What follows belongs to an exercise in optimizing a design on an open flow for small area; a production flow would make more cautious choices. RTL that was checked went through simulation tests only; none was proved equivalent to the original. No functional check of the RTL was part of run 7. No activity file was given, so power comes from the tool's default toggle rates.

==> flow/config.mk <==
export PLATFORM = sky130hd
export DESIGN_NAME = axi_stream_router
export DESIGN_NICKNAME = axi_stream_router
export VERILOG_FILES = /design/flow/design.v
export SDC_FILE = /design/flow/constraint.sdc
export NUM_CORES = 4
export LEC_CHECK = 0
export CAP_MARGIN = 20
export CORE_MARGIN = 2
export CORE_UTILIZATION = 40
export PLACE_DENSITY = 0.6
export SLEW_MARGIN = 20
==> flow/constraint.sdc <==
create_clock -name core_clock -period 4.0 [get_ports {clk}]
set_input_delay 0.8000 -clock core_clock [delete_from_list [all_inputs] [get_ports {clk}]]
set_output_delay 0.8000 -clock core_clock [all_outputs]
set_load 0.01 [all_outputs]
==> flow/design.v <==
typedef struct packed {
    logic [7:0] port0_count;
    logic [7:0] port1_count;
    logic [7:0] port2_count;
} config_t;
module axi_stream_router (
    input  logic         clk,
    input  logic         rst,
    input  logic         s_tvalid,
    input  logic [21:0]   s_tdata,
    output logic         s_tready,
    input  logic         config_tvalid,
    input  logic [23:0] config_tdata,  
    output logic         config_tready,
    output logic         m0_tvalid,
    output logic [21:0]   m0_tdata,
    input  logic         m0_tready,
    output logic         m1_tvalid,
    output logic [21:0]   m1_tdata,
    input  logic         m1_tready,
    output logic         m2_tvalid,
    output logic [21:0]   m2_tdata,
    input  logic         m2_tready
);
    typedef enum logic [2:0] {
        IDLE, CONFIG_READ, ROUTE_M0, ROUTE_M1, ROUTE_M2, DONE
    } state_t;
    state_t pre_state, next_state;
    config_t config_struct;
    logic [7:0] config_data[0:2];  
    logic [7:0] count0, count1, count2;
    logic flag;
    always_ff @(posedge clk or posedge rst) begin
        if (rst)
            pre_state <= IDLE;
        else
            pre_state <= next_state;
    end
    always_comb begin
        case (pre_state)
            IDLE:
                next_state = CONFIG_READ;
            CONFIG_READ:
                    if(config_tvalid && config_tready) next_state = ROUTE_M0;
                    else next_state = CONFIG_READ;
            ROUTE_M0:
                next_state = ((count0 == config_struct.port0_count) && m0_tvalid && m0_tready) ? ROUTE_M1 : ROUTE_M0;
            ROUTE_M1:
                next_state = ((count1 == config_struct.port1_count) && m1_tvalid && m1_tready) ? ROUTE_M2 : ROUTE_M1;
            ROUTE_M2:
                next_state = ((count2 == config_struct.port2_count) && m2_tvalid && m2_tready) ? DONE : ROUTE_M2;
            DONE:
                next_state = IDLE;
            default:
                next_state = IDLE;
        endcase
    end
    always_ff @(posedge clk or posedge rst) begin
        if (rst) begin
            m0_tdata <= 0;
            m1_tdata <= 0;
            m2_tdata <= 0;
            m0_tvalid<=0;
            m1_tvalid<=0;
            m2_tvalid<=0;
            count0 <= 0;
            count1 <= 0;
            count2 <= 0;
            config_struct<=0;
        end else  begin
            case (pre_state)
                IDLE: begin
                   m0_tdata <= 0;
                   m1_tdata <= 0;
                   m2_tdata <= 0;
                   m0_tvalid<=0;
                   m1_tvalid<=0;
                   m2_tvalid<=0;
                   count0 <= 0;
                   count1 <= 0;
                   count2 <= 0;
                   flag <= 0;
                end
                CONFIG_READ: begin
                     config_struct<=config_tdata;
                  end
                ROUTE_M0: begin
                    m1_tvalid<=0;
                    m2_tvalid<=0;
                    if(s_tvalid && s_tready && m0_tready) begin   
                        m0_tdata <= s_tdata;
                        m0_tvalid <= s_tvalid;
                        count0 <= count0+1'b1;
                    end
                    else begin
                        m0_tdata <=  m0_tdata;
                        m0_tvalid <= 1'b0;
                       count0 <= count0;
                    end
                end 
                ROUTE_M1: begin
                    m0_tvalid<=0;
                    m2_tvalid<=0;
                 if(s_tvalid && s_tready && m1_tready) begin
                        m1_tdata <= s_tdata;
                        m1_tvalid <= s_tvalid;
                        count1 <= count1+1'b1;
                    end
                    else begin
                        m1_tdata <=  m1_tdata;
                        m1_tvalid <= 1'b0;
                        count1 <= count1;
                    end
                  end
                ROUTE_M2: begin
                   m0_tvalid<=0;
                    m1_tvalid<=0;
                    if(s_tvalid && s_tready && m2_tready) begin
                        m2_tdata <= s_tdata;
                        m2_tvalid <= s_tvalid;
                       count2 <= count2+1'b1;
                    end
                    else begin
                        m2_tdata <=  m2_tdata;
                        m2_tvalid <= 1'b0;
                       count2 <= count2;
                    end
                end 
                DONE: begin
                   m0_tdata <= 0;
                   m1_tdata <= 0;
                   m2_tdata <= 0;
                   m0_tvalid<=0;
                   m1_tvalid<=0;
                   m2_tvalid<=0;
                end
           default: begin
                    m0_tdata <= 0;
                    m1_tdata <= 0;
                    m2_tdata <= 0;
                end
            endcase
        end
    end
    always_comb begin
            case(pre_state)
                IDLE: begin
                    s_tready = 1'b0;
                    config_tready = 1'b0;
                end
                CONFIG_READ: begin
                    s_tready = 1'b0;
                    config_tready = 1'b1;
                end
                ROUTE_M0: begin
                    s_tready = 1'b1;
                    config_tready = 1'b0;
                end 
                ROUTE_M1: begin
                    s_tready = 1'b1;
                    config_tready = 1'b0;
                end
                ROUTE_M2: begin
                    s_tready = 1'b1;
                    config_tready = 1'b0;
                end 
                DONE: begin
                    s_tready = 1'b0;
                    config_tready = 1'b0;
                end
           default: begin
                    s_tready = 1'b0;
                    config_tready = 1'b0;
                end  
           endcase
    end
endmodule
==> flow/run.sh <==
#!/bin/bash
# synth_recipe.tcl (not shown) runs the flow's synth.tcl, then flattens the netlist and writes it again
# the make line also repeats each setting of config.mk as NAME=value (left out here)
make -C /OpenROAD-flow-scripts/flow DESIGN_CONFIG=/design/flow/config.mk WORK_HOME=/design/flow/orfs CLKGATE_MAP_FILE= SYNTH_SCRIPT=/design/flow/synth_recipe.tcl finish
==> results of run 1 <==
==> power by group through the flow <==
stage / sequential (mW) / clock, mW / combinational, mW
2_1_floorplan: 1.97 / 0 / 0.640
3_3_place_gp: 1.94 / 0 / 1.36
3_5_place_dp: 1.95 / 0 / 1.39
4_1_cts: 1.93 / 1.59 / 1.40
5_1_grt: 1.98 / 1.65 / 1.50
6_report: 1.93 / 1.57 / 1.39
==> worst max-delay path by stage <==
stage	to	cells past startpoint
after detailed placement	m1_tdata[16]	5
after global placement	m1_tdata[6]	5
final	s_tready	3
after CTS	s_tready	3
after global routing	s_tready	3
after floorplan	config_struct[0]	1
==> synth_stat cells, types with 8 or more instances <==
| master | instances | area share (%) |
|---|---|---|
| a22o_1 | 66 | 11 |
| buf_2 | 16 | 1.6 |
| dfrtp_1 | 120 | 59 |
| mux2_2 | 23 | 5.1 |
| nand2_1 | 17 | 1.3 |
| nand3_1 | 10 | 0.99 |
| nand4_1 | 8 | 0.99 |
| nor2_1 | 20 | 1.5 |
| nor4_1 | 9 | 1.1 |
| o21ai_0 | 8 | 0.79 |
| xnor2_1 | 17 | 2.9 |
| xor2_1 | 22 | 3.8 |
==> metrics by stage <==
step / util, % / worst slack (ns) / total power, mW
floorplan: - / 0.0142 / 2.61
global placement: 51.9 / 1.05 / 3.30
detailed placement: 51.9 / 0.933 / 3.34
CTS: 56.8 / 0.767 / 4.92
global route: 56.9 / 0.673 / 5.13
finish: 56.9 / 0.772 / 4.88
==> state kept, by name, indices dropped and copies added, names as in the netlist <==
signal / count
count1: 8
count0: 8
config_struct: 24
m2_tvalid: 1
m2_tdata: 22
pre_state: 3
m0_tdata: 22
m1_tdata: 22
m1_tvalid: 1
count2: 8
m0_tvalid: 1
==> kinds of logic after synthesis <==
group	after synthesis	share of synthesized area (%)
fa+ha+maj	3	0.739
mux	26	5.71
xor+xnor	39	6.72
buf+inv	28	2.86
simple gates	91	10.2
compound gates	92	14.6
flops	120	59.1
==> area by class of cell <==
| class | instances | area share [%] |
|---|---|---|
| repair buffers | 131 | 18.3 |
| well taps | 172 | 3.02 |
| clock inverters | 8 | 1.65 |
| flip-flops and latches | 120 | 42.2 |
| inverters | 5 | 0.299 |
| multi-input cells | 251 | 27.6 |
| clock buffers | 23 | 6.99 |
==> routing by layer <==
metal | part of all wire [%] | up-vias | GRT usage [%]
li1 | - | 1730 | -
met1 | 48 | 1912 | 26.5
met2 | 43 | 135 | 28.0
met3 | 6.1 | 24 | 4.72
met4 | 2.5 | 0 | 9.02
met5 | 0 | - | 0
==> qor.txt, run 1 <==
die height = 117 um
Max Cap Viol = 0
Critical Path Source Type = flop
combinational power share = 28.4%
Cell Area, Synth = 0.00508 mm2
initial antenna violation count = 0
Post-synth EDFFs = 0
status = no timing/DRC/antenna violations
cell chain of the critical path = or3b_4 -> o21ai_0 -> clkdlybuf4s50_1
Post-route DRC = 0
synth unique cells = 45
post-CTS sizing = 0
share of layout cells above drive strength 1 = 13.8%
largest net degree at the start of global routing = 67
Clock transition at path regs = 0.05 ns
Root Driver = clkbuf_16
hold slack = 0.500 ns
Rows = 41
Yosys warnings = 1
routed vias = 3801
initial DRC count = 263
setup_tns = 0 ns
ANT nets after route = 0
slowest library cell on the worst path = dfrtp_1
final worst clock skew = 0.00789 ns
Final Cycle Share = 80.7%
Critical Path Sink Type = output pin
Async S/R FF share, synth = 100%
critical setup path kind = flop to output pin
Crit. Startpoint = pre_state[2]
Switching Fraction = 28.4%
Max Clk Rate = 0.310 GHz
Top delay family on crit path = flip-flops
Post-Syn Nets = 455
final setup vio count = 0
Nets = 582
start of the worst register-to-register path = pre_state[2]
DP HPWL = 8.24 mm
io pins = 124
Sinks on Clock Net = 120
final instance area = 0.00712 mm2
Worst path max stage delay = 0.78 ns
total internal power = 3.50 mW
Max-slew headroom = 31.2%
Routed wire per std cell = 17.3 um
FF+latch count, synth = 120
Worst EP arrival = 2.43 ns
most common cell after layout, fill and taps aside = clkdlybuf4s50_1
Gate Count Post-Synth = 399
Initial Util = 40.6%
Switch Pwr = 1.39 mW
GRT overflow = 0
multi-input logic area = 0.00196 mm2
clock latency (worst-skew pair) = 0.42 ns
Die X = 117 um
setup slack, reg-to-reg = 1.82 ns
WP buf/inv = 1
Post-CTS Setup Inserts = 0
Final GP Congestion = 0.861
Total Routing Usage GR = 19.0%
Vias/cell = 5.35
most frequent cells in the layout = clkdlybuf4s50_1, dfrtp_1, a22o_1, mux2_2, xor2_1
Layout Cells excl Fill = 710
syn_area_per_cell = 12.7 um2
fillers = 1076
hold crit path type = flop to flop
Worst-Margin Slew = 1.03 ns
Worst Path Max Fanout = 18
core area = 0.0125 mm2
Post-CTS Hold Buffers = 0
cell count after placement = 679
vias in the first global route = 3780
Layout area overhead = 40.2%
Hold EP = m0_tdata[21]
register area share after synthesis = 59.1%
Peak VDD IR = 0.245 mV
Synth Flop Type = dfrtp_1
max-slew violations = 0
Reg area = 0.00300 mm2
unrepaired setup endpoints after global routing = false
final hold violation count = 0
global-route wire length before repair = 19.6 mm
placed cell areas = 0.00650 mm2
Diodes inserted = 0
CTS Buffer Depth = 2
pwr/cell area = 686 mW/mm2
Reg power frac = 39.5%
hold depth = 1
CTS tree = built
WL final = 12.3 mm
I/O Buffers = 123
Clock power frac = 32.1%
Worst Hold Launch = m0_tdata[21]
worst r2r path cells = 4
Worst R2R End = m1_tdata[16]
Req. time, crit path = 3.20 ns
DRT Pass-1 Iters = 4
# H-tree levels = 4
CTS Buf Count = 17
Static Leak = 3.11 nW
DIE AREA = 0.0136 mm2
Tmin final = 3.23 ns
==> run 2: changes to the inputs <==
==> flow/design.v (replaced) <==
typedef struct packed {
    logic [7:0] port0_count;
    logic [7:0] port1_count;
    logic [7:0] port2_count;
} config_t;
module axi_stream_router (
    input  logic         clk,
    input  logic         rst,
    input  logic         s_tvalid,
    input  logic [21:0]  s_tdata,
    output logic         s_tready,
    input  logic         config_tvalid,
    input  logic [23:0]  config_tdata,
    output logic         config_tready,
    output logic         m0_tvalid,
    output logic [21:0]  m0_tdata,
    input  logic         m0_tready,
    output logic         m1_tvalid,
    output logic [21:0]  m1_tdata,
    input  logic         m1_tready,
    output logic         m2_tvalid,
    output logic [21:0]  m2_tdata,
    input  logic         m2_tready
);
    logic [2:0]  ph;
    logic [21:0] data;
    logic [7:0]  rem;      
    logic [7:0]  cnt1, cnt2;
    wire st_idle   = ~ph[2] & ~ph[0];
    wire st_config =  ph[0] & ~ph[1];
    wire st_r0     =  ph[1] & ~ph[2];
    wire st_r1     =  ph[2] &  ph[0];
    wire st_r2     =  ph[1] & ~ph[0];
    wire st_done   =  ph[2] & ~ph[1];
    assign s_tready      = ph[1];
    assign config_tready = st_config;
    wire cap0 = st_r0 & s_tvalid & m0_tready;
    wire cap1 = st_r1 & s_tvalid & m1_tready;
    wire cap2 = st_r2 & s_tvalid & m2_tready;
    wire cap  = cap0 | cap1 | cap2;
    wire zero = (rem == 8'd0);
    wire fin  = zero & ((st_r0 & m0_tvalid & m0_tready) |
                        (st_r1 & m1_tvalid & m1_tready) |
                        (st_r2 & m2_tvalid & m2_tready));
    wire adv = st_idle | st_done | (st_config & config_tvalid) | fin;
    always_ff @(posedge clk or posedge rst) begin
        if (rst) begin
            ph        <= 3'b000;
            m0_tvalid <= 1'b0;
            m1_tvalid <= 1'b0;
            m2_tvalid <= 1'b0;
        end else begin
            if (adv) ph <= {ph[1], ph[0], ~ph[2]};
            m0_tvalid <= cap0;
            m1_tvalid <= cap1;
            m2_tvalid <= cap2;
        end
    end
    always_ff @(posedge clk) begin
        data <= s_tdata;
        if (!ph[1]) begin
            rem  <= config_tdata[23:16];
            cnt1 <= config_tdata[15:8];
            cnt2 <= config_tdata[7:0];
        end else if (fin) begin
            rem  <= cnt1;
            cnt1 <= cnt2;
        end else begin
            rem  <= rem - {7'd0, cap};
        end
    end
    assign m0_tdata = data;
    assign m1_tdata = data;
    assign m2_tdata = data;
endmodule
==> flow/flow/run.sh (new file) <==
#!/bin/bash
# Standard ORFS layout, with the smallest buffer on the ports and small clock buffers
# without dummy loads in CTS. Each tool's output goes to a log of its own in this folder;
# ORFS keeps per-step logs under orfs/logs/.
set -euo pipefail
bash standard.sh \
  "BUFFER_PORTS_ARGS=-buffer_cell sky130_fd_sc_hd__buf_1" \
  "CTS_ARGS=-sink_clustering_enable -repair_clock_nets -dont_use_dummy_load -buf_list {sky130_fd_sc_hd__clkbuf_2 sky130_fd_sc_hd__clkbuf_4 sky130_fd_sc_hd__clkbuf_8}" \
  finish > make_finish.log 2>&1
==> flow/standard.sh (new file) <==
#!/bin/bash
# synth_recipe.tcl (not shown) runs the flow's synth.tcl, then flattens the netlist and writes it again
# the make line also repeats each setting of config.mk as NAME=value (left out here)
make -C /OpenROAD-flow-scripts/flow DESIGN_CONFIG=/design/flow/config.mk WORK_HOME=/design/flow/orfs CLKGATE_MAP_FILE= SYNTH_SCRIPT=/design/flow/synth_recipe.tcl "${@:-finish}"
removed: flow/run.sh
==> run 2 against run 1 <==
Net effect: maximum frequency increased by 43%; first-iteration DRC count decreased by 78%; combinational power decreased by 94%; utilization decreased by 10 points; critical endpoint is now rem[4].
==> qor.txt, run 2 <==
Yosys top cell area share = 28.1% (-31 points)
adder and majority gate portion of the synthesized area = 1.17% (+0.43 points)
most used cell, CP = ha_1
Cell Area, Synth = 0.00214 mm2 (-58%)
mux contribution to synthesized area = 4.22% (-1.5 points)
Yosys top cell by area = dfxtp_1
Synth Area in Compound Gates = 6.85% (-7.8 points)
final setup vio count = 0 (unchanged)
FF+latch count, synth = 52 (-57%)
DP HPWL = 2.90 mm (-65%)
initial antenna violation count = 0 (unchanged)
DP Worst Slack = 1.43 ns (+0.493 ns)
Rows = 26 (-37%)
status = no timing/DRC/antenna violations
Critical Path Sink Type = flop
Diodes inserted = 0 (unchanged)
I/O Buffers = 123 (unchanged)
Final GP Congestion = 0.743 (-14%)
Tmin final = 2.26 ns (-0.968 ns)
combinational power share = 9.4% (-19 points)
Post-route DRC = 0 (unchanged)
ANT nets after route = 0 (unchanged)
Gate Count Post-Synth = 178 (-55%)
Vias/cell = 4.34 (-19%)
core area = 0.00514 mm2 (-59%)
vias in the first global route = 1383 (-63%)
final worst clock skew = 0.0150 ns (+0.00715 ns)
slowest library cell on the worst path = or3_1
max-slew violations = 0 (unchanged)
die height = 77.1 um (-34%)
WL final = 3.74 mm (-70%)
setup_tns = 0 ns (unchanged)
Clock transition at path regs = 0.08 ns (+0.03 ns)
setup ws final = 1.74 ns (+0.968 ns)
Switch Pwr = 0.207 mW (-85%)
largest net degree at the start of global routing = 33 (-51%)
most frequent cells after synthesis = buf_4, dfxtp_1, edfxtp_1
Post-CTS Setup Inserts = 0 (unchanged)
# H-tree levels = 2 (-2)
Post-Synth Simple-Gate Area = 9.31% (-0.91 points)
hold crit path type = input port to async pin
Worst EP arrival = 2.39 ns (-0.04 ns)
Clock power frac = 27.8% (-4.3 points)
critical setup path kind = input port to flop
Post-synth EDFFs = 16 (+16)
io pins = 124 (unchanged)
max FFs per register = 22 (-8.3%)
Sinks on Clock Net = 52 (-57%)
routed vias = 1419 (-63%)
Static Leak = 0.899 nW (-71%)
Root Driver = clkbuf_8
most frequent cell after synthesis = buf_4
DRT Pass-1 Iters = 4 (unchanged)
most frequent cells in the layout = buf_1, dfxtp_1, edfxtp_1, nand2_1, mux2_2
pwr/cell area = 387 mW/mm2 (-44%)
Routed wire per std cell = 11.4 um (-34%)
initial DRC count = 59 (-78%)
Worst Path Max Fanout = 3 (-15)
Critical Path Source Type = input port
Post-Syn Nets = 233 (-49%)
CTS Buffer Depth = 2 (unchanged)
Yosys warnings = 1 (unchanged)
Post-CTS Hold Buffers = 0 (unchanged)
Layout area overhead = 12.4%
Max Clk Rate = 0.442 GHz (+43%)
post-CTS sizing = 0 (unchanged)
top post-synthesis cells by area = dfxtp_1, edfxtp_1, buf_4
Async S/R FF share, synth = 11.5% (-88 points)
Req. time, crit path = 4.13 ns (+0.93 ns)
Reg power frac = 62.8% (+23 points)
Total Routing Usage GR = 12.9% (-6.2 points)
clock latency (worst-skew pair) = 0.30 ns (-0.12 ns)
Synth Area in XOR/XNOR = 2.46% (-4.3 points)
Max-slew headroom = 49.0% (+18 points)
Worst-Margin Slew = 0.764 ns (-0.266 ns)
unrepaired setup endpoints after global routing = false
Die X = 77.1 um (-34%)
Initial Util = 41.6% (+0.97 points)
Worst path max stage delay = 0.38 ns (-0.40 ns)
GRT overflow = 0 (unchanged)
Final Cycle Share = 56.5% (-24 points)
share of layout cells above drive strength 1 = 6.61% (-7.1 points)
total internal power = 0.721 mW (-79%)
synth unique cells = 32 (-29%)
syn_area_per_cell = 12.0 um2 (-5.8%)
Synth Flop Type = dfxtp_1
Max Cap Viol = 0 (unchanged)
global-route wire length before repair = 6.02 mm (-69%)
DIE AREA = 0.00594 mm2 (-56%)
register area share after synthesis = 57.6% (-1.5 points)
Peak VDD IR = 0.254 mV (+3.8%)
cell chain of the critical path = buf_1 -> and4_1 -> or3_1 -> ha_1 -> ha_1 -> nor3b_1 -> xor2_1 -> nand3_1 -> o221ai_1
Nets = 314 (-46%)
largest reg by FF count = data
most common cell after layout, fill and taps aside = buf_1
CTS Buf Count = 5 (-12)
final hold violation count = 0 (unchanged)
CTS tree = built
Switching Fraction = 22.3% (-6.1 points)
largest family of logic cells by synthesized area = buffers and inverters
[run 2: changes by cell type in the layout (fill, tap and decap cells not counted), sizes merged, moves of 15 or more]
cell,previous run,this run
a22o,66,0
buf,8,124
clkbuf,23,5
clkdlybuf4s50,123,0
dfrtp,120,6
dfxtp,0,30
edfxtp,0,16
mux2,24,8
nor2,21,6
xor2,22,3
[run 2: routing by layer]
metal	GRT usage [%]	wire length, um
met1	15.4	1570
met2	21.3	1860
met3	3.88	272
met4	5.89	39
met5	0	0
[run 2: logic make-up after synthesis]
family	Yosys count
adder cells (fa/ha/maj)	2
XOR/XNOR	6
flip-flops	52
AND/OR/NAND/NOR	36
multiplexers	8
buffers and inverters	58
AO/OA/AOI/OAI	16
[run 2: final timing paths]
check	slack, ns	depth (start not counted)	from	endpoint
setup / recovery	1.74	9	m1_tready	rem[4]
hold / removal	0.39	2	rst	ph[1]
setup reg to reg	1.83	8	ph[0]	rem[4]
hold reg to reg	0.51	1	ph[2]	ph[0]
max in group asynchronous	3.41	2	rst	m0_tvalid
min in group core_clock	0.51	1	ph[2]	ph[0]
[run 2: area by class of cell]
type	instances	area, um2
inverter	8	30.0
timing repair buffer	124	469
sequential	52	1230
tap	70	87.6
multi-input combinational	68	513
fill	529	2740
clock buffer	5	68.8
[run 2: power groups by stage]
stage,combinational [mW],sequential [mW],clock (mW)
4_1_cts,0.0889,0.583,0.270
3_5_place_dp,0.0883,0.595,0
6_report,0.0872,0.583,0.258
3_3_place_gp,0.0880,0.595,0
2_1_floorplan,0.0672,0.600,0
5_1_grt,0.0974,0.586,0.289
[run 2: critical path, delay by kind of cell]
family          cells  cell delay (ns)
buf+inv             1             0.08
simple gates        4             0.83
fa+ha+maj           2             0.43
compound gates      1             0.11
xor+xnor            1             0.14
[run 2: through the flow]
stage               util [%]  power, mW  cell area, um2  instances  hold slack, ns
floorplan                  -      0.667            2140        178           0.464
global placement        45.4      0.683            2330        322           0.504
detailed placement      45.4      0.684            2330        322           0.504
CTS                     46.7      0.942            2400        327           0.390
global route            46.7      0.973            2400        327           0.401
finish                  46.7      0.928            2400        327           0.388
==> run 3: changes to the inputs <==
==> flow/run.sh (new file) <==
#!/bin/bash
# synth_recipe.tcl (not shown) runs the flow's synth.tcl, then flattens the netlist and writes it again
# the make line also repeats each setting of config.mk as NAME=value (left out here)
make -C /OpenROAD-flow-scripts/flow DESIGN_CONFIG=/design/flow/config.mk WORK_HOME=/design/flow/orfs CLKGATE_MAP_FILE= SYNTH_SCRIPT=/design/flow/synth_recipe.tcl finish
removed: flow/flow/run.sh
removed: flow/standard.sh
==> run 3 against run 2 <==
Net effect: combinational power grew 87%; clock skew shrank 0.011 ns; non-clock buffer count grew 1; total power grew 18%; synthesized cell count is the same; sequential power is essentially flat; wire length grew 19%; via count grew 0.70%; critical path type is now flop to output pin; critical endpoint is now s_tready; largest cell class is now non-clock buffers; largest power group unchanged.
==> qor.txt, run 3 <==
Post-route DRC = 0 (unchanged)
Critical Path Source Type = flop
final hold violation count = 0 (unchanged)
Yosys top cell area share = 28.1% (unchanged)
CTS Buffer Depth = 2 (unchanged)
Root Driver = clkbuf_8
DP HPWL = 3.49 mm (+20%)
CTS Buf Count = 5 (unchanged)
Post-Syn Nets = 233 (unchanged)
Layout area overhead = 50.7%
pwr/cell area = 341 mW/mm2 (-12%)
global-route wire length before repair = 7.08 mm (+18%)
status = no timing/DRC/antenna violations
placed cell areas = 0.00311 mm2 (+33%)
Diodes inserted = 0 (unchanged)
routed vias = 1429 (+0.70%)
most frequent cells in the layout = clkdlybuf4s50_1, dfxtp_1, edfxtp_1, nand2_1, mux2_2
setup_tns = 0 ns (unchanged)
most frequent cell after synthesis = buf_4
Total Routing Usage GR = 15.3% (+2.4 points)
max FFs per register = 22 (unchanged)
DIE AREA = 0.00594 mm2 (unchanged)
Initial Util = 41.6% (unchanged)
Sinks on Clock Net = 52 (unchanged)
largest reg by FF count = data
hold crit path type = flop to flop
Post-synth EDFFs = 16 (unchanged)
Yosys warnings = 1 (unchanged)
Clock transition at path regs = 0.09 ns (about the same)
slowest library cell on the worst path = dfrtp_1
setup ws final = 1.30 ns (-0.439 ns)
Static Leak = 1.26 nW (+40%)
Req. time, crit path = 3.20 ns (-0.93 ns)
Nets = 315 (+0.32%)
I/O Buffers = 123 (unchanged)
DP Worst Slack = 1.06 ns (-0.362 ns)
share of layout cells above drive strength 1 = 7.66% (+1.0 points)
critical setup path kind = flop to output pin
Final GP Congestion = 0.763 (+2.7%)
die height = 77.1 um (unchanged)
Final Cycle Share = 67.5% (+11 points)
final worst clock skew = 0.00452 ns (-0.0105 ns)
io pins = 124 (unchanged)
max-slew violations = 0 (unchanged)
# H-tree levels = 2 (unchanged)
CTS tree = built
WL final = 4.45 mm (+19%)
initial DRC count = 36 (-39%)
syn_area_per_cell = 12.0 um2 (unchanged)
Worst EP arrival = 1.90 ns (-0.49 ns)
Worst-Margin Slew = 0.538 ns (-0.225 ns)
unrepaired setup endpoints after global routing = false
Post-CTS Hold Buffers = 0 (unchanged)
Worst Path Max Fanout = 19 (+16)
Max Clk Rate = 0.370 GHz (-16%)
post-CTS sizing = 0 (unchanged)
largest net degree at the start of global routing = 21 (-36%)
Max Cap Viol = 0 (unchanged)
ANT nets after route = 0 (unchanged)
Critical Path Sink Type = output pin
initial antenna violation count = 0 (unchanged)
Die X = 77.1 um (unchanged)
most common cell after layout, fill and taps aside = clkdlybuf4s50_1
GRT overflow = 0 (unchanged)
vias in the first global route = 1459 (+5.5%)
DRT Pass-1 Iters = 4 (unchanged)
FF+latch count, synth = 52 (unchanged)
Max-slew headroom = 63.8% (+15 points)
Rows = 26 (unchanged)
clock latency (worst-skew pair) = 0.30 ns (about the same)
core area = 0.00514 mm2 (unchanged)
Worst path max stage delay = 0.69 ns (+0.31 ns)
final instance area = 0.00322 mm2 (+34%)
Post-CTS Setup Inserts = 0 (unchanged)
synth unique cells = 32 (unchanged)
top post-synthesis cells by area = dfxtp_1, edfxtp_1, buf_4
cell chain of the critical path = buf_4 -> clkdlybuf4s50_1
fillers = 447 (-16%)
Cell Area, Synth = 0.00214 mm2 (unchanged)
most frequent cells after synthesis = buf_4, dfxtp_1, edfxtp_1
Routed wire per std cell = 13.5 um (+18%)
Synth Flop Type = dfxtp_1
Async S/R FF share, synth = 11.5% (unchanged)
register area share after synthesis = 57.6% (unchanged)
Tmin final = 2.70 ns (+0.439 ns)
Vias/cell = 4.32 (-0.51%)
final setup vio count = 0 (unchanged)
Peak VDD IR = 0.260 mV (+2.1%)
total power = 1.10 mW (+18%)
Gate Count Post-Synth = 178 (unchanged)
Yosys top cell by area = dfxtp_1
run 3: final timing paths:
path | startpoint | slack [ns] | depth (start not counted) | end
worst max-delay path | ph[1] | 1.30 | 2 | s_tready
min in group asynchronous | rst | 0.70 | 2 | m1_tvalid
worst max register to register | ph[1] | 1.63 | 8 | rem[7]
worst min register to register | cnt1[3] | 0.53 | 2 | rem[3]
max in group asynchronous | rst | 3.11 | 2 | ph[2]
worst min-delay path | cnt1[3] | 0.53 | 2 | rem[3]
run 3: final cells by class:
cell class | instances | area (um2) | area share, %
well taps | 70 | 87.6 | 2.72
clock inverters | 3 | 42.5 | 1.32
repair buffers | 125 | 1250 | 38.7
flip-flops and latches | 52 | 1230 | 38.2
multi-input cells | 68 | 513 | 15.9
clock buffers | 5 | 68.8 | 2.14
inverters | 8 | 30.0 | 0.933
run 3: cells by family (layout without fill, tap and decap cells):
kind of cell,after synthesis,in the layout,synth area share [%]
AO/OA/AOI/OAI,16,16,6.86
XOR/XNOR,6,6,2.46
buffers and inverters,58,141,18.3
AND/OR/NAND/NOR,36,36,9.32
flip-flops,52,52,57.6
multiplexers,8,8,4.22
adder cells (fa/ha/maj),2,2,1.17
run 3: through the flow:
| step | instances | utilization [%] | hold WS, ns |
|---|---|---|---|
| after global routing | 331 | 62.6 | 0.565 |
| after global placement | 323 | 60.5 | 0.513 |
| after detailed placement | 323 | 60.5 | 0.519 |
| after floorplan | 178 | - | 0.464 |
| after CTS | 331 | 62.6 | 0.533 |
| final | 331 | 62.6 | 0.531 |
run 3: worst max-delay path: cells and delay by family, from the launching register on:
family | cells | cell delay, ns
buffers and inverters | 2 | 0.92
DFF | 1 | 0.69
run 3: metal layers:
metal	GRT usage (%)	vias to the layer above	part of all wire (%)
met2	26.1	48	52
met4	4.82	0	0.92
met5	0	-	0
li1	-	727	-
met3	5.76	5	7.3
met1	17.8	649	40
run 3: power by group:
| part | switching, mW | internal [mW] | leakage, nW |
|---|---|---|---|
| clock | 0.164 | 0.185 | 0.0558 |
| combinational | 0.0482 | 0.115 | 0.726 |
| sequential | 0.0156 | 0.569 | 0.476 |
| total | 0.228 | 0.869 | 1.26 |
==> run 4: changes to the inputs <==
--- a/flow/design.v
+++ b/flow/design.v
@@ -64,6 +64,5 @@
             cnt2 <= config_tdata[7:0];
         end else if (fin) begin
-            rem  <= cnt1;
-            cnt1 <= cnt2;
+            rem  <= ph[2] ? cnt2 : cnt1;
         end else begin
             rem  <= rem - {7'd0, cap};
==> flow/flow/run.sh (new file) <==
#!/bin/bash
# Standard ORFS layout, with the smallest buffer on the ports and a small clock tree
# without dummy loads. Each tool's output goes to a log of its own in this folder;
# ORFS keeps per-step logs under orfs/logs/.
set -euo pipefail
bash standard.sh \
  "BUFFER_PORTS_ARGS=-buffer_cell sky130_fd_sc_hd__buf_1" \
  "CTS_ARGS=-repair_clock_nets -dont_use_dummy_load -root_buf sky130_fd_sc_hd__clkbuf_16 -buf_list {sky130_fd_sc_hd__clkbuf_16}" \
  finish > make_finish.log 2>&1
==> flow/standard.sh (new file) <==
#!/bin/bash
# synth_recipe.tcl (not shown) runs the flow's synth.tcl, then flattens the netlist and writes it again
# the make line also repeats each setting of config.mk as NAME=value (left out here)
make -C /OpenROAD-flow-scripts/flow DESIGN_CONFIG=/design/flow/config.mk WORK_HOME=/design/flow/orfs CLKGATE_MAP_FILE= SYNTH_SCRIPT=/design/flow/synth_recipe.tcl "${@:-finish}"
removed: flow/run.sh
==> run 4 against run 3 <==
Net effect: critical path depth is 7 higher; final cell count decreased by 4.8%; worst setup slack lost 0.056 ns; synthesized area is 1.5% lower; global-route usage is 1.7 points lower; flip-flop and latch count unchanged; total power is 4.2% lower; count of clock-buffer cells in the layout did not move; utilization shrank 16 points; largest cell class is now flip-flops and latches.
==> qor.txt, run 4 <==
placed cell areas = 0.00228 mm2 (-27%)
fillers = 506 (+13%)
setup_tns = 0 ns (unchanged)
Post-CTS Setup Inserts = 0 (unchanged)
Peak VDD IR = 0.186 mV (-28%)
Clock transition at path regs = 0.06 ns (-0.03 ns)
Critical Path Sink Type = flop
most frequent cells after synthesis = buf_4, dfxtp_1, edfxtp_1
die height = 76.5 um (-0.69%)
routed vias = 1412 (-1.2%)
final hold violation count = 0 (unchanged)
Req. time, crit path = 4.17 ns (+0.97 ns)
syn_area_per_cell = 12.5 um2 (+4.4%)
Tmin final = 2.76 ns (+0.0565 ns)
multi-input logic area = 479 um2 (-6.6%)
slowest library cell on the worst path = dfrtp_1
critical setup path kind = flop to flop
I/O Buffers = 123 (unchanged)
Async S/R FF share, synth = 11.5% (unchanged)
Diodes inserted = 0 (unchanged)
CTS tree = built
adder and majority gate portion of the synthesized area = 1.19% (+0.017 points)
Sinks on Clock Net = 52 (unchanged)
share of layout cells above drive strength 1 = 6.53% (-1.1 points)
CTS Buf Count = 5 (unchanged)
initial DRC count = 43 (+19%)
ANT nets after route = 0 (unchanged)
Worst EP arrival = 2.93 ns (+1.03 ns)
Synth Area in Compound Gates = 5.41% (-1.4 points)
Synth Flop Type = dfxtp_1
Post-CTS Hold Buffers = 0 (unchanged)
DP HPWL = 2.92 mm (-16%)
max FFs per register = 22 (unchanged)
Yosys top cell by area = dfxtp_1
Yosys top cell area share = 28.5% (+0.42 points)
Reg area = 0.00123 mm2 (unchanged)
io pins = 124 (unchanged)
final setup vio count = 0 (unchanged)
Final GP Congestion = 0.761 (-0.33%)
Routed wire per std cell = 12.5 um (-7.4%)
max-slew violations = 0 (unchanged)
synth unique cells = 38 (+19%)
final worst clock skew = 0.0118 ns (+0.00723 ns)
largest net degree at the start of global routing = 27 (+29%)
hold slack = 0.415 ns (-0.116 ns)
Final Cycle Share = 68.9% (+1.4 points)
Static Leak = 0.871 nW (-31%)
FF+latch count, synth = 52 (unchanged)
CTS Buffer Depth = 2 (unchanged)
Finished Core Util = 47.1% (-16 points)
clock latency (worst-skew pair) = 0.28 ns (-0.02 ns)
status = no timing/DRC/antenna violations
cell chain of the critical path = nand2_1 -> nor3b_1 -> or3_1 -> ha_1 -> ha_1 -> or3b_2 -> nor3_1 -> xor2_1 -> a31o_2
Yosys warnings = 1 (unchanged)
largest reg by FF count = data
Gate Count Post-Synth = 168 (-5.6%)
Post-synth EDFFs = 16 (unchanged)
vias in the first global route = 1274 (-13%)
# H-tree levels = 2 (unchanged)
Total Routing Usage GR = 13.6% (-1.7 points)
largest family of logic cells by synthesized area = buffers and inverters
global-route wire length before repair = 6.12 mm (-14%)
most common cell after layout, fill and taps aside = buf_1
core area = 0.00511 mm2 (-0.63%)
Critical Path Source Type = flop
GRT overflow = 0 (unchanged)
Max-slew headroom = 37.2% (-27 points)
DRT Pass-1 Iters = 4 (unchanged)
initial antenna violation count = 0 (unchanged)
mux contribution to synthesized area = 6.36% (+2.1 points)
unrepaired setup endpoints after global routing = false
top post-synthesis cells by area = dfxtp_1, edfxtp_1, buf_4
Die X = 76.5 um (-0.69%)
post-CTS sizing = 0 (unchanged)
most used cell, CP = ha_1
Post-route DRC = 0 (unchanged)
most frequent cells in the layout = buf_1, dfxtp_1, edfxtp_1, mux2i_1
Layout area overhead = 14.2%
Post-Synth Simple-Gate Area = 7.31% (-2.0 points)
Initial Util = 41.2% (-0.35 points)
Post-Syn Nets = 223 (-4.3%)
Worst path max stage delay = 0.71 ns (+0.02 ns)
WL final = 3.92 mm (-12%)
Synth Area in XOR/XNOR = 2.50% (+0.037 points)
Max Clk Rate = 0.363 GHz (-2.0%)
DIE AREA = 0.00586 mm2 (-1.4%)
pwr/cell area = 437 mW/mm2 (+28%)
most frequent cell after synthesis = buf_4
Rows = 26 (unchanged)
Worst Path Max Fanout = 18 (-1)
Root Driver = clkbuf_16
Max Cap Viol = 0 (unchanged)
Nets = 302 (-4.1%)
Worst-Margin Slew = 0.941 ns (+0.403 ns)
final instance area = 0.00240 mm2 (-25%)
Vias/cell = 4.48 (+3.8%)
total power = 1.05 mW (-4.2%)
Cell Area, Synth = 0.00210 mm2 (-1.5%)
hold crit path type = input port to async pin
register area share after synthesis = 58.5% (+0.86 points)
==> run 4: through the flow <==
| stage | setup WS [ns] | instances |
|---|---|---|
| 2_1_floorplan | 1.42 | 168 |
| 3_3_place_gp | 1.19 | 310 |
| 3_5_place_dp | 1.11 | 310 |
| 4_1_cts | 1.22 | 315 |
| 5_1_grt | 1.04 | 315 |
| 6_report | 1.24 | 315 |
==> run 4: area by class of cell <==
type,count,share of cell area [%]
Tap cell,70,3.64
Sequential cell,52,51.2
Multi-Input combinational cell,60,19.9
Clock buffer,5,5.21
Timing Repair Buffer,123,19.2
Inverter,5,0.781
==> run 4: worst paths after layout <==
| kind | from | end | cells after the start | slack, ns |
|---|---|---|---|---|
| setup / recovery | ph[1] | rem[6] | 9 | 1.24 |
| hold / removal | rst | ph[1] | 2 | 0.41 |
| setup reg to reg | ph[1] | rem[6] | 9 | 1.24 |
| hold reg to reg | cnt1[3] | rem[3] | 2 | 0.61 |
| max in group asynchronous | rst | m0_tvalid | 2 | 3.39 |
| min in group core_clock | s_tdata[5] | data[5] | 1 | 0.60 |
==> run 4: cells by family (layout without fill, tap and decap cells) <==
group / count (synthesis) / in the layout
compound gates: 14 / 14
fa+ha+maj: 2 / 2
mux: 13 / 13
simple gates: 25 / 25
flops: 52 / 52
xor+xnor: 6 / 6
buf+inv: 56 / 133
==> run 4: per-layer routing <==
layer  up-vias  wire length (um)  share of wire (%)  track usage, %
li1        689                 -                  -               -
met1       648              1630                 41            16.3
met2        73              1930                 49            22.3
met3         2               340                8.7            4.62
met4         0                25               0.64            5.45
met5         -                 0                  0               0
==> run 4: critical path: cells and delay by family, from the launching register on <==
kind	cells	cell delay, ns
adder cells (fa/ha/maj)	2	0.34
AO/OA/AOI/OAI	1	0.25
flip-flops	1	0.71
XOR/XNOR	1	0.10
AND/OR/NAND/NOR	5	1.26
==> run 4: where the power goes <==
| group | internal, mW | switching (mW) | leakage [nW] |
|---|---|---|---|
| Combinational | 0.0389 | 0.0456 | 0.333 |
| Sequential | 0.570 | 0.0142 | 0.476 |
| Clock | 0.221 | 0.162 | 0.0616 |
| Total | 0.830 | 0.222 | 0.871 |
==> run 5: changes to the inputs <==
--- a/flow/flow/run.sh
+++ b/flow/flow/run.sh
@@ -6,4 +6,4 @@
 bash standard.sh \
   "BUFFER_PORTS_ARGS=-buffer_cell sky130_fd_sc_hd__buf_1" \
-  "CTS_ARGS=-repair_clock_nets -dont_use_dummy_load -root_buf sky130_fd_sc_hd__clkbuf_16 -buf_list {sky130_fd_sc_hd__clkbuf_16}" \
+  "CTS_ARGS=-sink_clustering_enable -sink_clustering_size 30 -sink_clustering_max_diameter 200 -repair_clock_nets -dont_use_dummy_load -root_buf sky130_fd_sc_hd__clkbuf_8 -buf_list {sky130_fd_sc_hd__clkbuf_8}" \
   finish > make_finish.log 2>&1
==> run 5 against run 4 <==
Net effect: still clean; worst hold slack got worse by 0.014 ns; synthesized area did not move; wire length fell by 0.48%; maximum frequency fell by 0.11%; first-iteration DRC count fell by 37%; combinational power barely moved; largest cell class unchanged; largest power group unchanged.
==> qor.txt, run 5 <==
Diodes inserted = 0 (unchanged)
unrepaired setup endpoints after global routing = false
initial DRC count = 27 (-37%)
cell count after placement = 310 (unchanged)
max FFs per register = 22 (unchanged)
ANT nets after route = 0 (unchanged)
Worst EP arrival = 2.95 ns (+0.02 ns)
io pins = 124 (unchanged)
CTS Buf Count = 5 (unchanged)
Vias/cell = 4.50 (+0.50%)
setup_tns = 0 ns (unchanged)
Cell Area, Synth = 0.00210 mm2 (unchanged)
Routed wire per std cell = 12.4 um (-0.48%)
critical setup path kind = flop to flop
Critical Path Source Type = flop
I/O Buffers = 123 (unchanged)
Yosys top cell by area = dfxtp_1
Post-CTS Setup Inserts = 0 (unchanged)
GRT overflow = 0 (unchanged)
Synth Flop Type = dfxtp_1
Clock transition at path regs = 0.08 ns (+0.02 ns)
Static Leak = 0.846 nW (-2.9%)
WL final = 3.90 mm (-0.48%)
core area = 0.00511 mm2 (unchanged)
Finished Core Util = 46.0% (-1.1 points)
total power = 0.931 mW (-11%)
register area share after synthesis = 58.5% (unchanged)
# H-tree levels = 2 (unchanged)
hold crit path type = input port to async pin
final setup vio count = 0 (unchanged)
Initial Util = 41.2% (unchanged)
Tmin final = 2.76 ns (+0.00295 ns)
global-route wire length before repair = 6.09 mm (-0.57%)
Req. time, crit path = 4.19 ns (+0.02 ns)
final hold violation count = 0 (unchanged)
Max-slew headroom = 37.0% (-0.20 points)
Die X = 76.5 um (unchanged)
max-slew violations = 0 (unchanged)
Rows = 26 (unchanged)
Final GP Congestion = 0.761 (unchanged)
status = no timing/DRC/antenna violations
most common cell after layout, fill and taps aside = buf_1
Layout area overhead = 11.5%
hold slack = 0.401 ns (-0.0140 ns)
DP HPWL = 2.92 mm (unchanged)
Nets = 302 (unchanged)
routed vias = 1419 (+0.50%)
final worst clock skew = 0.0178 ns (+0.00604 ns)
synth unique cells = 38 (unchanged)
clock latency (worst-skew pair) = 0.30 ns (+0.02 ns)
vias in the first global route = 1278 (+0.31%)
most frequent cell after synthesis = buf_4
Worst Path Max Fanout = 18 (unchanged)
Sinks on Clock Net = 52 (unchanged)
top post-synthesis cells by area = dfxtp_1, edfxtp_1, buf_4
Final Cycle Share = 69.0% (+0.074 points)
Worst-Margin Slew = 0.944 ns (+0.00293 ns)
Critical Path Sink Type = flop
DIE AREA = 0.00586 mm2 (unchanged)
pwr/cell area = 397 mW/mm2 (-9.3%)
Yosys top cell area share = 28.5% (unchanged)
Max Cap Viol = 0 (unchanged)
Post-synth EDFFs = 16 (unchanged)
Peak VDD IR = 0.174 mV (-6.7%)
Async S/R FF share, synth = 11.5% (unchanged)
largest net degree at the start of global routing = 27 (unchanged)
initial antenna violation count = 0 (unchanged)
Gate Count Post-Synth = 168 (unchanged)
Layout Cells excl Fill = 315 (unchanged)
CTS tree = built
Post-route DRC = 0 (unchanged)
Yosys warnings = 1 (unchanged)
FF+latch count, synth = 52 (unchanged)
Total Routing Usage GR = 13.4% (-0.21 points)
Max Clk Rate = 0.362 GHz (-0.11%)
syn_area_per_cell = 12.5 um2 (unchanged)
most frequent cells after synthesis = buf_4, dfxtp_1, edfxtp_1
die height = 76.5 um (unchanged)
largest reg by FF count = data
Root Driver = clkbuf_8
most frequent cells in the layout = buf_1, dfxtp_1, edfxtp_1, mux2i_1
share of layout cells above drive strength 1 = 6.53% (unchanged)
Post-Syn Nets = 223 (unchanged)
Post-CTS Hold Buffers = 0 (unchanged)
post-CTS sizing = 0 (unchanged)
CTS Buffer Depth = 2 (unchanged)
DRT Pass-1 Iters = 4 (unchanged)
-- run 5: changes by cell type in the layout (fill, tap and decap cells not counted) --
cell / change
clkbuf_16: -5
clkbuf_8: +5
-- run 5: kinds of logic after synthesis --
family | synth area share, %
buffers and inverters | 18.7
adder cells (fa/ha/maj) | 1.19
XOR/XNOR | 2.50
flip-flops | 58.5
AO/OA/AOI/OAI | 5.41
multiplexers | 6.36
AND/OR/NAND/NOR | 7.31
-- run 5: final timing paths --
check | endpoint | cells past startpoint | slack (ns) | from
worst max-delay path | rem[6] | 9 | 1.24 | ph[1]
worst min register to register | rem[3] | 2 | 0.61 | cnt1[3]
min in group core_clock | data[18] | 1 | 0.58 | s_tdata[18]
max in group asynchronous | ph[2] | 2 | 3.41 | rst
worst min-delay path | m1_tvalid | 2 | 0.40 | rst
worst max register to register | rem[6] | 9 | 1.24 | ph[1]
-- run 5: critical path, stage by stage (launching register included) --
cell	delay, ns
dfrtp_1	0.72
nand2_1	0.15
nor3b_1	0.29
or3_1	0.16
ha_1	0.16
ha_1	0.18
or3b_2	0.47
nor3_1	0.19
xor2_1	0.10
a31o_2	0.25
-- run 5: through the flow --
stage / area, um2 / setup WS (ns)
final: 2350 / 1.24
after detailed placement: 2280 / 1.11
after floorplan: 2100 / 1.42
after CTS: 2350 / 1.22
after global placement: 2280 / 1.19
after global routing: 2350 / 1.05
-- run 5: final cells by class --
cell class | count | area, um2
fillers | 511 | 2760
flip-flops and latches | 52 | 1230
multi-input cells | 60 | 479
repair buffers | 123 | 462
well taps | 70 | 87.6
clock buffers | 5 | 68.8
inverters | 5 | 18.8
-- run 5: routing by layer --
layer	global-route usage [%]	wire (um)	share of wire, %
met5	0	0	0
met4	4.91	56	1.4
met3	4.27	361	9.2
met2	22.1	1930	49
met1	16.3	1560	40
-- run 5: power breakdown --
group / switching [mW] / total (mW) / leakage [nW] / internal (mW)
clock: 0.150 / 0.263 / 0.0359 / 0.113
combinational: 0.0456 / 0.0846 / 0.333 / 0.0389
sequential: 0.0142 / 0.583 / 0.476 / 0.569
==> run 6: changes to the inputs <==
==> flow/flow/run.sh (replaced) <==
#!/bin/bash
# Standard ORFS layout, with the smallest buffer on the ports and a small clock tree
# without dummy loads. Each tool's output goes to a log of its own in this folder;
# ORFS keeps per-step logs under orfs/logs/.
set -euo pipefail
bash standard.sh \
  "BUFFER_PORTS_ARGS=-buffer_cell sky130_fd_sc_hd__buf_1" \
  "CTS_ARGS=-sink_clustering_enable -repair_clock_nets -dont_use_dummy_load -root_buf sky130_fd_sc_hd__clkbuf_8 -buf_list {sky130_fd_sc_hd__clkbuf_8}" \
  finish > make_finish.log 2>&1
==> run 6 against run 5 <==
Net effect: synthesized area unchanged; non-clock buffer count did not move; via count unchanged; critical path depth stayed put; largest power group unchanged; first-iteration DRC count unchanged.
==> qor.txt, run 6 <==
status = no timing/DRC/antenna violations
Die X = 76.5 um (unchanged)
Worst EP arrival = 2.95 ns (about the same)
CTS Buffer Depth = 2 (unchanged)
# H-tree levels = 2 (unchanged)
initial DRC count = 27 (unchanged)
Max-slew headroom = 37.0% (unchanged)
synth unique cells = 38 (unchanged)
register area share after synthesis = 58.5% (unchanged)
CTS Buf Count = 5 (unchanged)
critical setup path kind = flop to flop
DRT Pass-1 Iters = 4 (unchanged)
final setup vio count = 0 (unchanged)
Static Leak = 0.846 nW (unchanged)
syn_area_per_cell = 12.5 um2 (unchanged)
final hold violation count = 0 (unchanged)
clock latency (worst-skew pair) = 0.30 ns (about the same)
most frequent cell after synthesis = buf_4
I/O Buffers = 123 (unchanged)
Max Cap Viol = 0 (unchanged)
unrepaired setup endpoints after global routing = false
Post-CTS Hold Buffers = 0 (unchanged)
DIE AREA = 0.00586 mm2 (unchanged)
Post-synth EDFFs = 16 (unchanged)
routed vias = 1419 (unchanged)
largest reg by FF count = data
hold slack = 0.401 ns (unchanged)
ANT nets after route = 0 (unchanged)
Synth Flop Type = dfxtp_1
Tmin final = 2.76 ns (unchanged)
Reg area = 0.00123 mm2 (unchanged)
most common cell after layout, fill and taps aside = buf_1
post-CTS sizing = 0 (unchanged)
Yosys top cell by area = dfxtp_1
pwr/cell area = 397 mW/mm2 (unchanged)
Worst Path Max Fanout = 18 (unchanged)
WL final = 3.90 mm (unchanged)
Layout area overhead = 11.5% (unchanged)
Final Cycle Share = 69.0% (unchanged)
Root Driver = clkbuf_8
GRT overflow = 0 (unchanged)
hold crit path type = input port to async pin
Post-route DRC = 0 (unchanged)
most frequent cells in the layout = buf_1, dfxtp_1, edfxtp_1, mux2i_1
Routed wire per std cell = 12.4 um (unchanged)
Total Routing Usage GR = 13.4% (unchanged)
Diodes inserted = 0 (unchanged)
Final GP Congestion = 0.761 (unchanged)
core area = 0.00511 mm2 (unchanged)
setup_tns = 0 ns (unchanged)
Vias/cell = 4.50 (unchanged)
largest net degree at the start of global routing = 27 (unchanged)
Clock transition at path regs = 0.08 ns (about the same)
max FFs per register = 22 (unchanged)
Post-Syn Nets = 223 (unchanged)
Yosys top cell area share = 28.5% (unchanged)
Critical Path Sink Type = flop
Req. time, crit path = 4.19 ns (about the same)
Rows = 26 (unchanged)
most frequent cells after synthesis = buf_4, dfxtp_1, edfxtp_1
io pins = 124 (unchanged)
Yosys warnings = 1 (unchanged)
die height = 76.5 um (unchanged)
share of layout cells above drive strength 1 = 6.53% (unchanged)
Nets = 302 (unchanged)
initial antenna violation count = 0 (unchanged)
Post-CTS Setup Inserts = 0 (unchanged)
final worst clock skew = 0.0178 ns (unchanged)
multi-input logic area = 479 um2 (unchanged)
fillers = 511 (unchanged)
FF+latch count, synth = 52 (unchanged)
Initial Util = 41.2% (unchanged)
max-slew violations = 0 (unchanged)
Gate Count Post-Synth = 168 (unchanged)
total power = 0.931 mW (unchanged)
Max Clk Rate = 0.362 GHz (unchanged)
Cell Area, Synth = 0.00210 mm2 (unchanged)
global-route wire length before repair = 6.09 mm (unchanged)
DP HPWL = 2.92 mm (unchanged)
vias in the first global route = 1278 (unchanged)
Sinks on Clock Net = 52 (unchanged)
CTS tree = built
Worst-Margin Slew = 0.944 ns (unchanged)
top post-synthesis cells by area = dfxtp_1, edfxtp_1, buf_4
Async S/R FF share, synth = 11.5% (unchanged)
Peak VDD IR = 0.174 mV (unchanged)
Critical Path Source Type = flop
-- run 6: cell counts after synthesis --
Identical to the previous run, type by type.
-- run 6: final timing paths --
check	endpoint	slack (ns)	start	cells after the start
setup / recovery	rem[6]	1.24	ph[1]	9
hold / removal	m1_tvalid	0.40	rst	2
setup reg to reg	rem[6]	1.24	ph[1]	9
hold reg to reg	rem[3]	0.61	cnt1[3]	2
max in group asynchronous	ph[2]	3.41	rst	2
min in group core_clock	data[18]	0.58	s_tdata[18]	1
-- run 6: cell type report --
cell class / instances / share of cell area [%]
sequential: 52 / 52.5
multi-input combinational: 60 / 20.4
timing repair buffer: 123 / 19.7
tap: 70 / 3.73
clock buffer: 5 / 2.93
inverter: 5 / 0.800
-- run 6: critical path: stages, from the launching register on --
cell and delay, ns:
dfrtp_1 0.72, nand2_1 0.15, nor3b_1 0.29, or3_1 0.16
ha_1 0.16, ha_1 0.18, or3b_2 0.47, nor3_1 0.19
xor2_1 0.10, a31o_2 0.25
-- run 6: logic make-up (layout without fill, tap and decap cells) --
kind of cell / after synthesis / in the layout / synth area share [%]
AOI/OAI and AO/OA: 14 / 14 / 5.41
xor gates and xnor gates: 6 / 6 / 2.50
adders and majority gates: 2 / 2 / 1.19
buffers and inverters: 56 / 133 / 18.7
DFF: 52 / 52 / 58.5
muxes: 13 / 13 / 6.36
and+or+nand+nor: 25 / 25 / 7.31
-- run 6: per-stage QoR --
stage	area, um2	setup slack (ns)	util (%)	instances
floorplan	2100	1.42	-	168
global placement	2280	1.19	44.6	310
detailed placement	2280	1.11	44.6	310
CTS	2350	1.22	46.0	315
global route	2350	1.05	46.0	315
finish	2350	1.24	46.0	315
-- run 6: routing by layer --
layer	vias to the layer above	track usage (%)	part of all wire, %
met5	-	0	0
met4	0	4.91	1.4
met3	5	4.27	9.2
met2	77	22.1	49
met1	653	16.3	40
li1	684	-	-
-- run 6: power by group --
group	total (mW)	switching, mW	internal (mW)
Combinational	0.0846	0.0456	0.0389
Sequential	0.583	0.0142	0.569
Clock	0.263	0.150	0.113
==> run 7: changes to the inputs <==
--- a/flow/design.v
+++ b/flow/design.v
@@ -57,4 +57,13 @@
         end
     end
+    wire f0 = fin & ~ph[2];
+    wire f1 = fin &  ph[2] & ph[0];
+    wire capc = cap & ~fin;
+    logic [7:0] t;
+    always_comb begin
+        t[0] = capc;
+        for (int i = 1; i < 8; i++) t[i] = t[i-1] & ~rem[i-1];
+    end
+    wire [7:0] tog = t | ({8{f0}} & cnt1) | ({8{f1}} & cnt2);
     always_ff @(posedge clk) begin
         data <= s_tdata;
@@ -63,8 +72,6 @@
             cnt1 <= config_tdata[15:8];
             cnt2 <= config_tdata[7:0];
-        end else if (fin) begin
-            rem  <= ph[2] ? cnt2 : cnt1;
         end else begin
-            rem  <= rem - {7'd0, cap};
+            rem  <= rem ^ tog;
         end
     end
==> flow/flow/run.sh (replaced) <==
#!/bin/bash
# Standard ORFS layout with three changes:
#  - synthesis maps the logic with an area-oriented ABC script (flow/abc_area.script)
#    instead of ORFS's speed script; everything else in synthesis is the standard flow's own script;
#  - the port buffers use the smallest buffer cell;
#  - CTS uses clkbuf_8 only and inserts no dummy loads.
# Each tool's output goes to a log of its own in this folder (make_finish.log holds the
# make run; ORFS keeps per-step logs under orfs/logs/).
set -euo pipefail
WD=$(pwd)
cat > "$WD/synth_area.tcl" <<TCL
puts "synth_area.tcl: mapping with $WD/flow/abc_area.script"
proc abc {args} {
  set i [lsearch -exact \$args -script]
  if {\$i >= 0} { set args [lreplace \$args \$i [expr {\$i + 1}] -script $WD/flow/abc_area.script] }
  yosys abc {*}\$args
}
source $WD/synth_recipe.tcl
TCL
bash standard.sh \
  "SYNTH_SCRIPT=$WD/synth_area.tcl" \
  "BUFFER_PORTS_ARGS=-buffer_cell sky130_fd_sc_hd__buf_1" \
  "CTS_ARGS=-sink_clustering_enable -repair_clock_nets -dont_use_dummy_load -root_buf sky130_fd_sc_hd__clkbuf_8 -buf_list {sky130_fd_sc_hd__clkbuf_8}" \
  finish > make_finish.log 2>&1
==> flow/flow/abc_area.script (new file) <==
&get -n
&st
&dch
&nf -a -R 1000
&put
==> run 7 against run 6 <==
Net effect: flip-flop and latch count stayed put; count of clock-buffer cells in the layout is the same; synthesized cell count decreased by 0.60%; still clean on timing, DRC and antenna.
==> qor.txt, run 7 <==
status = no timing/DRC/antenna violations
most common cell after layout, fill and taps aside = buf_1
Rows = 25 (-3.8%)
final hold violation count = 0 (unchanged)
Final Cycle Share = 70.3% (+1.3 points)
WL final = 3.66 mm (-6.4%)
clock latency (worst-skew pair) = 0.29 ns (about the same)
final worst clock skew = 0.0165 ns (-0.00130 ns)
Reg power frac = 63.4% (+0.7 points)
CTS tree = built
setup_tns = 0 ns (unchanged)
setup slack, reg-to-reg = 1.19 ns (-0.05 ns)
total internal power = 0.715 mW (-0.80%)
register area share after synthesis = 63.0% (+4.5 points)
Root Driver = clkbuf_8
largest reg by FF count = data
CTS Buf Count = 5 (unchanged)
Post-CTS Setup Inserts = 0 (unchanged)
Peak VDD IR = 0.191 mV (+9.8%)
Post-route DRC = 0 (unchanged)
Diodes inserted = 0 (unchanged)
FF+latch count, synth = 52 (unchanged)
Tmin final = 2.81 ns (+0.0532 ns)
Yosys top cell area share = 30.7% (+2.2 points)
start of the worst register-to-register path = ph[1]
Switch Pwr = 0.207 mW (-1.3%)
met1 usage = 16.4% (+0.13 points)
Static Leak = 0.793 nW (-6.3%)
Worst EP arrival = 2.97 ns (+0.02 ns)
most frequent cells in the layout = buf_1, dfxtp_1, nor2_1, edfxtp_1, a21oi_1
Max Clk Rate = 0.356 GHz (-1.9%)
Nets = 307 (+1.7%)
Worst-Margin Slew = 0.626 ns (-0.318 ns)
unrepaired setup endpoints after global routing = false
Max-slew headroom = 58.2% (+21 points)
Gate Count Post-Synth = 167 (-0.60%)
Yosys warnings = 1 (unchanged)
Async S/R FF share, synth = 11.5% (unchanged)
Sinks on Clock Net = 52 (unchanged)
Req. time, crit path = 4.16 ns (-0.03 ns)
CTS Buffer Depth = 2 (unchanged)
Die X = 73.9 um (-3.4%)
final setup vio count = 0 (unchanged)
Critical Path Sink Type = flop
hold crit path type = input port to async pin
largest net degree at the start of global routing = 22 (-19%)
DP HPWL = 2.83 mm (-2.9%)
Switching Fraction = 22.4% (-0.094 points)
combinational power share = 8.4% (-0.7 points)
DRT Pass-1 Iters = 4 (unchanged)
Synth Area in Compound Gates = 6.08% (+0.67 points)
Worst R2R End = rem[7]
synth unique cells = 23 (-39%)
Clock power frac = 28.3% (about the same)
Max Cap Viol = 0 (unchanged)
top post-synthesis cells by area = dfxtp_1, edfxtp_1, buf_4
Post-Syn Nets = 220 (-1.3%)
die height = 73.9 um (-3.4%)
Routed wire per std cell = 11.5 um (-7.6%)
mux contribution to synthesized area = 0.576% (-5.8 points)
Critical Path Source Type = flop
I/O Buffers = 123 (unchanged)
Layout area overhead = 14.9%
max-slew violations = 0 (unchanged)
DIE AREA = 0.00546 mm2 (-6.7%)
initial antenna violation count = 0 (unchanged)
GRT overflow = 0 (unchanged)
Initial Util = 41.4% (+0.20 points)
pwr/cell area = 410 mW/mm2 (+3.5%)
Synth Flop Type = dfxtp_1
most frequent cells after synthesis = buf_4, dfxtp_1, nor2_1
worst r2r path cells = 12 (+3)
Worst Path Max Fanout = 21 (+3)
largest family of logic cells by synthesized area = buffers and inverters
# H-tree levels = 2 (unchanged)
max FFs per register = 22 (unchanged)
Vias/cell = 4.30 (-4.6%)
critical setup path kind = flop to flop
global-route wire length before repair = 5.31 mm (-13%)
post-CTS sizing = 0 (unchanged)
core area = 0.00472 mm2 (-7.5%)
ANT nets after route = 0 (unchanged)
share of layout cells above drive strength 1 = 2.38% (-4.1 points)
routed vias = 1371 (-3.4%)
Post-Synth Simple-Gate Area = 9.34% (+2.0 points)
M2 GR Usage = 20.6% (-1.5 points)
met3 track demand over resource = 3.98% (-0.29 points)
vias in the first global route = 1209 (-5.4%)
Cell Area, Synth = 0.00196 mm2 (-7.1%)
Total Routing Usage GR = 13.0% (-0.32 points)
Clock transition at path regs = 0.09 ns (about the same)
GRT Max-Usage Layer = met2
most frequent cell after synthesis = buf_4
io pins = 124 (unchanged)
Post-CTS Hold Buffers = 0 (unchanged)
syn_area_per_cell = 11.7 um2 (-6.5%)
total power = 0.922 mW (-0.92%)
Final GP Congestion = 0.828 (+8.8%)
Synth Area in XOR/XNOR = 3.58% (+1.1 points)
Post-synth EDFFs = 16 (unchanged)
Yosys top cell by area = dfxtp_1
adder and majority gate portion of the synthesized area = 0% (-1.2 points)
initial DRC count = 65 (+140%)
[run 7: cell count changes after synthesis, sizes merged, moves of 3 or more]
cell    change
mux2i      -10
clkbuf      -4
nor4        +3
buf         -3
a31o        -3
inv         -5
a221oi      +5
clkinv      +3
a21oi       +7
nor2       +18
[run 7: how the worst max path moves through the flow]
stage	slack, ns	from	cells past startpoint	to
after global placement	1.36	ph[1]	12	rem[7]
after detailed placement	1.21	ph[1]	12	rem[7]
after global routing	0.92	ph[1]	12	rem[7]
after CTS	1.18	ph[1]	12	rem[7]
after floorplan	1.13	ph[1]	12	rem[7]
final	1.19	ph[1]	12	rem[7]
[run 7: power groups by stage]
stage | Sequential, mW | Combinational, mW | Clock [mW]
finish | 0.584 | 0.0773 | 0.261
detailed placement | 0.596 | 0.0783 | 0
global placement | 0.596 | 0.0777 | 0
CTS | 0.585 | 0.0786 | 0.274
global route | 0.587 | 0.0870 | 0.295
floorplan | 0.600 | 0.0587 | 0
[run 7: metrics by stage]
step           setup slack [ns]  utilization [%]  area [um2]  hold slack [ns]  instances
2_1_floorplan              1.13                -        1960            0.515        167
3_3_place_gp               1.36             46.1        2180            0.558        314
4_1_cts                    1.18             47.6        2250            0.341        319
6_report                   1.19             47.6        2250            0.345        319
5_1_grt                   0.917             47.6        2250            0.345        319
3_5_place_dp               1.21             46.1        2180            0.557        314
[run 7: routing by layer]
layer / wire, um / share of wire [%]
met5: 0 / 0
met4: 44 / 1.2
met3: 267 / 7.3
met2: 1770 / 48
met1: 1570 / 43
[run 7: area by class of cell]
class / instances / area [um2]
Multi-Input combinational cell: 68 / 383
Sequential cell: 52 / 1230
Fill cell: 453 / 2480
Timing Repair Buffer: 124 / 469
Inverter: 3 / 11.3
Tap cell: 67 / 83.8
Clock buffer: 5 / 68.8
[run 7: critical path, stage by stage (launching register included)]
cell and delay, ns:
dfrtp_1 0.75, clkinv_1 0.24, nor2_1 0.18, nand3_1 0.10, nand3_1 0.10, nand3_1 0.15
o31ai_1 0.16, nor3_1 0.11, nand2b_1 0.17, nor4_1 0.08, a222oi_1 0.39, xor2_1 0.17
a21oi_1 0.07
[run 7: kinds of logic (layout without fill, tap and decap cells)]
family                 count (synthesis)  in the layout
AO/OA/AOI/OAI                         18             18
flip-flops                            52             52
multiplexers                           1              1
XOR/XNOR                               8              8
buffers and inverters                 47            132
AND/OR/NAND/NOR                       41             41

static timing again, ports no longer ideal:
The results above use ideal ports. As a check the final layouts listed here were re-extracted and re-timed, cells and wires unchanged.
Step 1, drivers: a clkbuf_16 drives clk and a buf_2 each remaining input, both assumed.
Step 2 moves the port delays by t, midway between the first and last clock arrival at a register: inputs arrive t later, outputs are due t later. That takes back most of the time a late clock gives input paths.
a / b / c = no drivers / after step 1 / after step 2; a / b = the first two.
run	t (ns)	slack for setup (ns)	hold WS [ns]	worst setup path after step 2	clock arrival spread, ns
run 1	0.451	0.772 / 0.734 / 0.907	0.500 / 0.500 / 0.500	input to register	0.008 / 0.008
run 2	0.316	1.740 / 1.738 / 1.423	0.388 / 0.388 / 0.509	input to register	0.015 / 0.015
run 3	0.320	1.300 / 1.276 / 1.075	0.531 / 0.531 / 0.531	input to register	0.005 / 0.005
run 4	0.306	1.244 / 1.244 / 1.114	0.415 / 0.404 / 0.608	input to register	0.014 / 0.013
run 5	0.315	1.241 / 1.241 / 1.117	0.401 / 0.395 / 0.614	input to register	0.020 / 0.019
run 6	0.315	1.241 / 1.241 / 1.117	0.401 / 0.395 / 0.614	input to register	0.020 / 0.019
run 7	0.309	1.188 / 1.188 / 1.188	0.345 / 0.342 / 0.575	register to register	0.017 / 0.017
After both steps setup and hold are still met in every run listed. For run 2, which loses most, drivers alone change the setup slack by -0.002 ns; drivers and shift together by -0.317 ns.
